This design comes from an exercise in tuning for small area on the open sky130 flow, not from production work.
Function was checked by simulation only, so behaviour that the tests miss may differ from the original.
The flow treats the clock pin as an ideal source. Dropping or thinning the clock tree relies on that and would not hold on a real chip.
Power and IR drop assume default switching activity.

==> flow/design.v <==
`timescale 1ns / 1ps
module clk_divider #(parameter clk_count = 5) (clk_in, reset, clk_out, fall_tick, phase0);
input clk_in;
input reset;
output reg clk_out;
output fall_tick;
output phase0;       
reg [2:0] counter;
always @(posedge clk_in) begin
    if (reset) begin
        counter <= 3'd0;
        clk_out <= 1'b0;
    end else if (counter[2]) begin
        counter <= 3'd0;
        clk_out <= ~clk_out;
    end else begin
        counter <= counter + 3'd1;
    end
end
assign phase0 = (counter == 3'd0);
assign fall_tick = counter[2] & clk_out;
endmodule
`timescale 1ns / 1ps
module SPI_trans_piso (clk_in, reset, tick, phase0, clkout, error, so, cs, shift_done, clk, state, i);
input clk_in, reset, tick, phase0, clkout, error;
output so, cs, shift_done;
output clk;
output [1:0] state;
output reg [5:0] i;
reg [1:0] st;
reg xf;           
wire [8:0] N;     
reg z;            
localparam IDLE = 2'd0, WAIT = 2'd1, SHIFT_DATA = 2'd2, SHIFT_DONE = 2'd3;
assign state = st;
wire idle = (st == IDLE);
wire wait_s = (st == WAIT);
wire sd = (st == SHIFT_DATA);
assign shift_done = idle & xf;
assign cs = ~(sd & (i != 6'd0));
reg nb;
always @(*)
    case (i[2:0])
        3'd0: nb = i[5] ? N[0] : N[8];
        3'd1: nb = N[7];
        3'd2: nb = N[6];
        3'd3: nb = N[5];
        3'd4: nb = N[4];
        3'd5: nb = N[3];
        3'd6: nb = N[2];
        default: nb = N[1];
    endcase
assign so = sd & (i[5] | (i[4] & i[3])) & nb;
wire i_ge2 = (i[5:1] != 5'd0);
assign clk = phase0 ? (~clkout & ((sd & i_ge2) | (st == SHIFT_DONE)))
                    : (clkout & ~cs);
always @(posedge clk_in) begin
    if (reset) begin
        st <= IDLE;
        xf <= 1'b0;
        i <= 6'd0;
    end else if (tick) begin
        xf <= st[0];
        case (st)
            IDLE: st <= WAIT;
            WAIT: if (xf) st <= SHIFT_DATA;
            SHIFT_DATA: begin
                if (i[5]) begin
                    i <= 6'd0;
                    st <= SHIFT_DONE;
                end else i <= i + 6'd1;
            end
            SHIFT_DONE: st <= IDLE;
        endcase
    end
end
always @(posedge clk_in) begin
    if (reset) z <= 1'b1;
    else if (tick)
        case (st)
            IDLE: z <= xf & ~error & (z | ~N[8]);
            WAIT: z <= error;
            default: z <= z | error;
        endcase
    else if (wait_s & ~xf) z <= z & N[0];
end
wire rot = ~tick & wait_s & ~xf;
wire clr = tick & ((idle & (error | z | N[8])) | (wait_s & ~xf & error));
sel_reg #(.W(9)) n_reg (.clk_in(clk_in), .ld(rot), .hd(~rot & ~clr), .d({N[0] ^ z, N[8:1]}), .q(N));
endmodule
`timescale 1ns / 1ps
module SIPO (clk_in, clk, reset, latch_r, si, trans_done, po, shift_done_r, state_r, error_r, j);
input clk_in, clk, reset, latch_r, si, trans_done;
output [31:0] po;
output reg shift_done_r;
output reg [2:0] state_r;
output reg error_r;
output reg [5:0] j;
localparam IDLE_r = 3'd0, WAIT_CS_r = 3'd1, SHIFT_DATA_r = 3'd2, SHIFT_DONE_r = 3'd3, ERROR_r = 3'd4;
reg [1:0] ped_sr;
wire [31:0] p_o;
reg [2:0] next_state_r;
wire edge_det = ped_sr[1] & ~ped_sr[0];
wire j_mid = ~j[5] & (j[4:0] != 5'd0) & (j[4:0] != 5'd31);    
always @(posedge clk_in) begin
    ped_sr[0] <= clk;
    ped_sr[1] <= ped_sr[0];
end
always @(*) begin
    case (state_r)
        IDLE_r: next_state_r = WAIT_CS_r;
        WAIT_CS_r: next_state_r = latch_r ? WAIT_CS_r : SHIFT_DATA_r;
        SHIFT_DATA_r:
            if (trans_done & latch_r) next_state_r = SHIFT_DONE_r;
            else if (j_mid & latch_r) next_state_r = ERROR_r;
            else if (trans_done) next_state_r = ERROR_r;
            else next_state_r = SHIFT_DATA_r;
        SHIFT_DONE_r:
            if (shift_done_r & latch_r) next_state_r = IDLE_r;
            else if (j_mid & latch_r) next_state_r = ERROR_r;
            else next_state_r = SHIFT_DONE_r;
        ERROR_r: next_state_r = latch_r ? IDLE_r : ERROR_r;
        default: next_state_r = IDLE_r;
    endcase
end
always @(posedge clk_in) begin
    if (reset) begin
        state_r <= IDLE_r;
        j <= 6'd0;
        error_r <= 1'b0;
        shift_done_r <= 1'b0;
    end else begin
        state_r <= next_state_r;
        case (state_r)
            IDLE_r: begin
                j <= 6'd0;
                error_r <= 1'b0;
                shift_done_r <= 1'b0;
            end
            SHIFT_DATA_r: if (~j[5] & ~latch_r & edge_det) j <= j + 6'd1;
            SHIFT_DONE_r: shift_done_r <= 1'b1;
            ERROR_r: error_r <= 1'b1;
            default: ;
        endcase
    end
end
wire sh = (state_r == SHIFT_DATA_r) & ~j[5] & ~latch_r & edge_det;
wire idle = (state_r == IDLE_r);
sel_reg #(.W(32)) p_o_reg (.clk_in(clk_in), .ld(sh & ~idle), .hd(~sh & ~idle), .d({p_o[30:0], si}), .q(p_o));
sel_reg #(.W(32)) po_reg (.clk_in(clk_in), .ld(shift_done_r & ~reset), .hd(~shift_done_r & ~reset), .d(p_o), .q(po));
endmodule
module sel_reg #(parameter W = 32) (clk_in, ld, hd, d, q);
input clk_in, ld, hd;
input [W-1:0] d;
output reg [W-1:0] q;
always @(posedge clk_in)
    q <= (d & {W{ld}}) | (q & {W{hd}});
endmodule
`timescale 1ns / 1ps
module SPI #(parameter spi_count = 32, parameter clk_count = 5, parameter pi_count = 256) (clk_in, reset, s_d_tx, cs_tx, clk_tx, s_d_rx, cs_rx, clk_rx, rx_data, debug_rx_state, debug_error, debug_rx_done, debug_rx_counter, debug_tx_done, debug_tx_state, debug_tx_counter, debug_divided_clk);
input reset, clk_in;
output s_d_tx, cs_tx, clk_tx;
input s_d_rx, cs_rx, clk_rx;
output [spi_count-1:0] rx_data;
output [2:0] debug_rx_state;
output [2:0] debug_tx_state;
output debug_error;
output debug_rx_done;
output debug_tx_done;
output [spi_count-1:0] debug_rx_counter;
output [spi_count-1:0] debug_tx_counter;
output debug_divided_clk;
wire clkout, tick, phase0, error, tx_done;
wire [1:0] tx_state;
wire [5:0] i, j;
assign debug_tx_state = {1'b0, tx_state};
assign debug_tx_counter = {26'd0, i};
assign debug_rx_counter = {26'd0, j};
assign debug_divided_clk = clkout;
assign debug_error = error;
assign debug_tx_done = tx_done;
clk_divider clk_divider_inst (.clk_in(clk_in), .reset(reset), .clk_out(clkout), .fall_tick(tick), .phase0(phase0));
SPI_trans_piso SPI_trans_piso (.clk_in(clk_in), .reset(reset), .tick(tick), .phase0(phase0), .clkout(clkout), .error(error),
    .so(s_d_tx), .cs(cs_tx), .shift_done(tx_done), .clk(clk_tx), .state(tx_state), .i(i));
SIPO SIPO (.clk_in(clk_in), .clk(clk_rx), .reset(reset), .latch_r(cs_rx), .si(s_d_rx), .trans_done(tx_done),
    .po(rx_data), .shift_done_r(debug_rx_done), .state_r(debug_rx_state), .error_r(error), .j(j));
endmodule
export LEC_CHECK = 0
export CAP_MARGIN = 20
export CORE_MARGIN = 2
export CORE_UTILIZATION = 65
export PLACE_DENSITY = 0.85
export SLEW_MARGIN = 20
create_clock -name core_clock -period 8.0 [get_ports {clk_in}]
standard.sh (not shown) runs the stock make flow with config.mk's settings and CLKGATE_MAP_FILE= SYNTH_SCRIPT=/design/flow/synth_recipe.tcl, a recipe that flattens the netlist after the stock synthesis.
==> flow/flow/run.sh <==
#!/bin/bash
# The standard layout (standard.sh), with these changes:
#  - synthesis: the same script (synth_recipe.tcl), but ABC maps the logic with
#    an area-oriented script (flow/abc_area.script) and Yosys's half/full adder
#    extraction is skipped, so ABC maps adders together with the other logic.
#    Registers are untouched: they are mapped before ABC runs.
#  - one shared tie cell for the constant-0 outputs (no per-load tie cloning),
#  - port buffers use the smallest buffer, sky130_fd_sc_hd__buf_1,
#  - clock tree: a root clock buffer and a few leaf clock buffers, one per
#    group of nearby registers (flow/cts_hook.tcl, flow/mytree.tcl), in place
#    of TritonCTS.
set -euo pipefail
W=$(pwd)
cat > my_synth.tcl <<EOT
proc abc {args} {
  set i [lsearch -exact \$args -script]
  if {\$i >= 0} { set args [lreplace \$args [expr {\$i+1}] [expr {\$i+1}] $W/flow/abc_area.script] }
  yosys abc {*}\$args
}
proc extract_fa {args} { }
source $W/synth_recipe.tcl
EOT
sed "s|SYNTH_SCRIPT=[^ ]*|SYNTH_SCRIPT=$W/my_synth.tcl|" standard.sh > my_standard.sh
export SKIP_REPAIR_TIE_FANOUT=1
export BUFFER_PORTS_ARGS="-buffer_cell sky130_fd_sc_hd__buf_1"
export PRE_CTS_TCL=$W/flow/cts_hook.tcl
export MY_CTS_LEAVES=5
export MY_CTS_ROOT=sky130_fd_sc_hd__clkbuf_2
export MY_CTS_SLEW=0.120
export CTS_ARGS="-sink_clustering_enable -repair_clock_nets -dont_use_dummy_load -root_buf sky130_fd_sc_hd__clkbuf_8 -buf_list sky130_fd_sc_hd__clkbuf_4"
bash my_standard.sh > standard.log 2>&1
==> flow/flow/cts_hook.tcl <==
# Replaces TritonCTS with the clock tree of mytree.tcl: the clock port drives
# one root clock buffer (MY_CTS_ROOT), which drives leaf clock buffers
# (sky130_fd_sc_hd__clkbuf_8), starting with MY_CTS_LEAVES leaves and adding
# leaves until the largest estimated register clock-pin slew is at most
# MY_CTS_SLEW ns.
source [file join [file dirname [info script]] mytree.tcl]
proc clock_tree_synthesis {args} {
  my_clock_tree_auto $::env(MY_CTS_LEAVES) sky130_fd_sc_hd__clkbuf_8 $::env(MY_CTS_ROOT) $::env(MY_CTS_SLEW)
}
Other scripts of this flow, unchanged in this note and not shown: flow/flow/abc_area.script, flow/flow/mytree.tcl
==> next run, changes <==
--- a/flow/flow/run.sh
+++ b/flow/flow/run.sh
@@ -27,5 +27,5 @@
 export MY_CTS_LEAVES=5
 export MY_CTS_ROOT=sky130_fd_sc_hd__clkbuf_2
-export MY_CTS_SLEW=0.120
+export MY_CTS_SLEW=0.130
 export CTS_ARGS="-sink_clustering_enable -repair_clock_nets -dont_use_dummy_load -root_buf sky130_fd_sc_hd__clkbuf_8 -buf_list sky130_fd_sc_hd__clkbuf_4"
 bash my_standard.sh > standard.log 2>&1
What happened:
- The new run completed with no timing, DRC or antenna violations
- worst setup slack gains 0.0078 ns
- routed wire length stays flat
- die area is unchanged
- final area decreases by 0.36%
- synthesized area is unchanged
- worst hold slack gains 0.010 ns
- clock skew decreases by 0.0082 ns
- total power decreases by 1.5%
- utilization decreases by 0.25 points
- fmax barely changes
No run of this note takes its clock network from TritonCTS; it comes from the design's own scripts or RTL.

## separate check: timing with driven ports
The results above use ideal ports. As a check the final layouts listed here were re-extracted and re-timed, cells and wires unchanged.
Step 1 (the two cells are an assumption about what drives the block):
set clk [get_ports {clk_in}]
set_driving_cell -lib_cell sky130_fd_sc_hd__clkbuf_16 $clk
set_driving_cell -lib_cell sky130_fd_sc_hd__buf_2 [delete_from_list [all_inputs] $clk]
Step 2 times the ports against the registers' clock, not the clock port: input delays grow and output delays shrink by t, the midpoint of the rising clock arrivals with the driver on.
a / b / c = ideal ports / drivers / drivers and shift; a / b = the first two.
run	t, ns	slack for setup (ns)	worst setup path at the end
the first run	0.511	4.419 / 4.391 / 4.796	input to register
the second run	0.482	4.427 / 4.401 / 4.804	input to register
After both steps setup and hold are still met in every run listed.
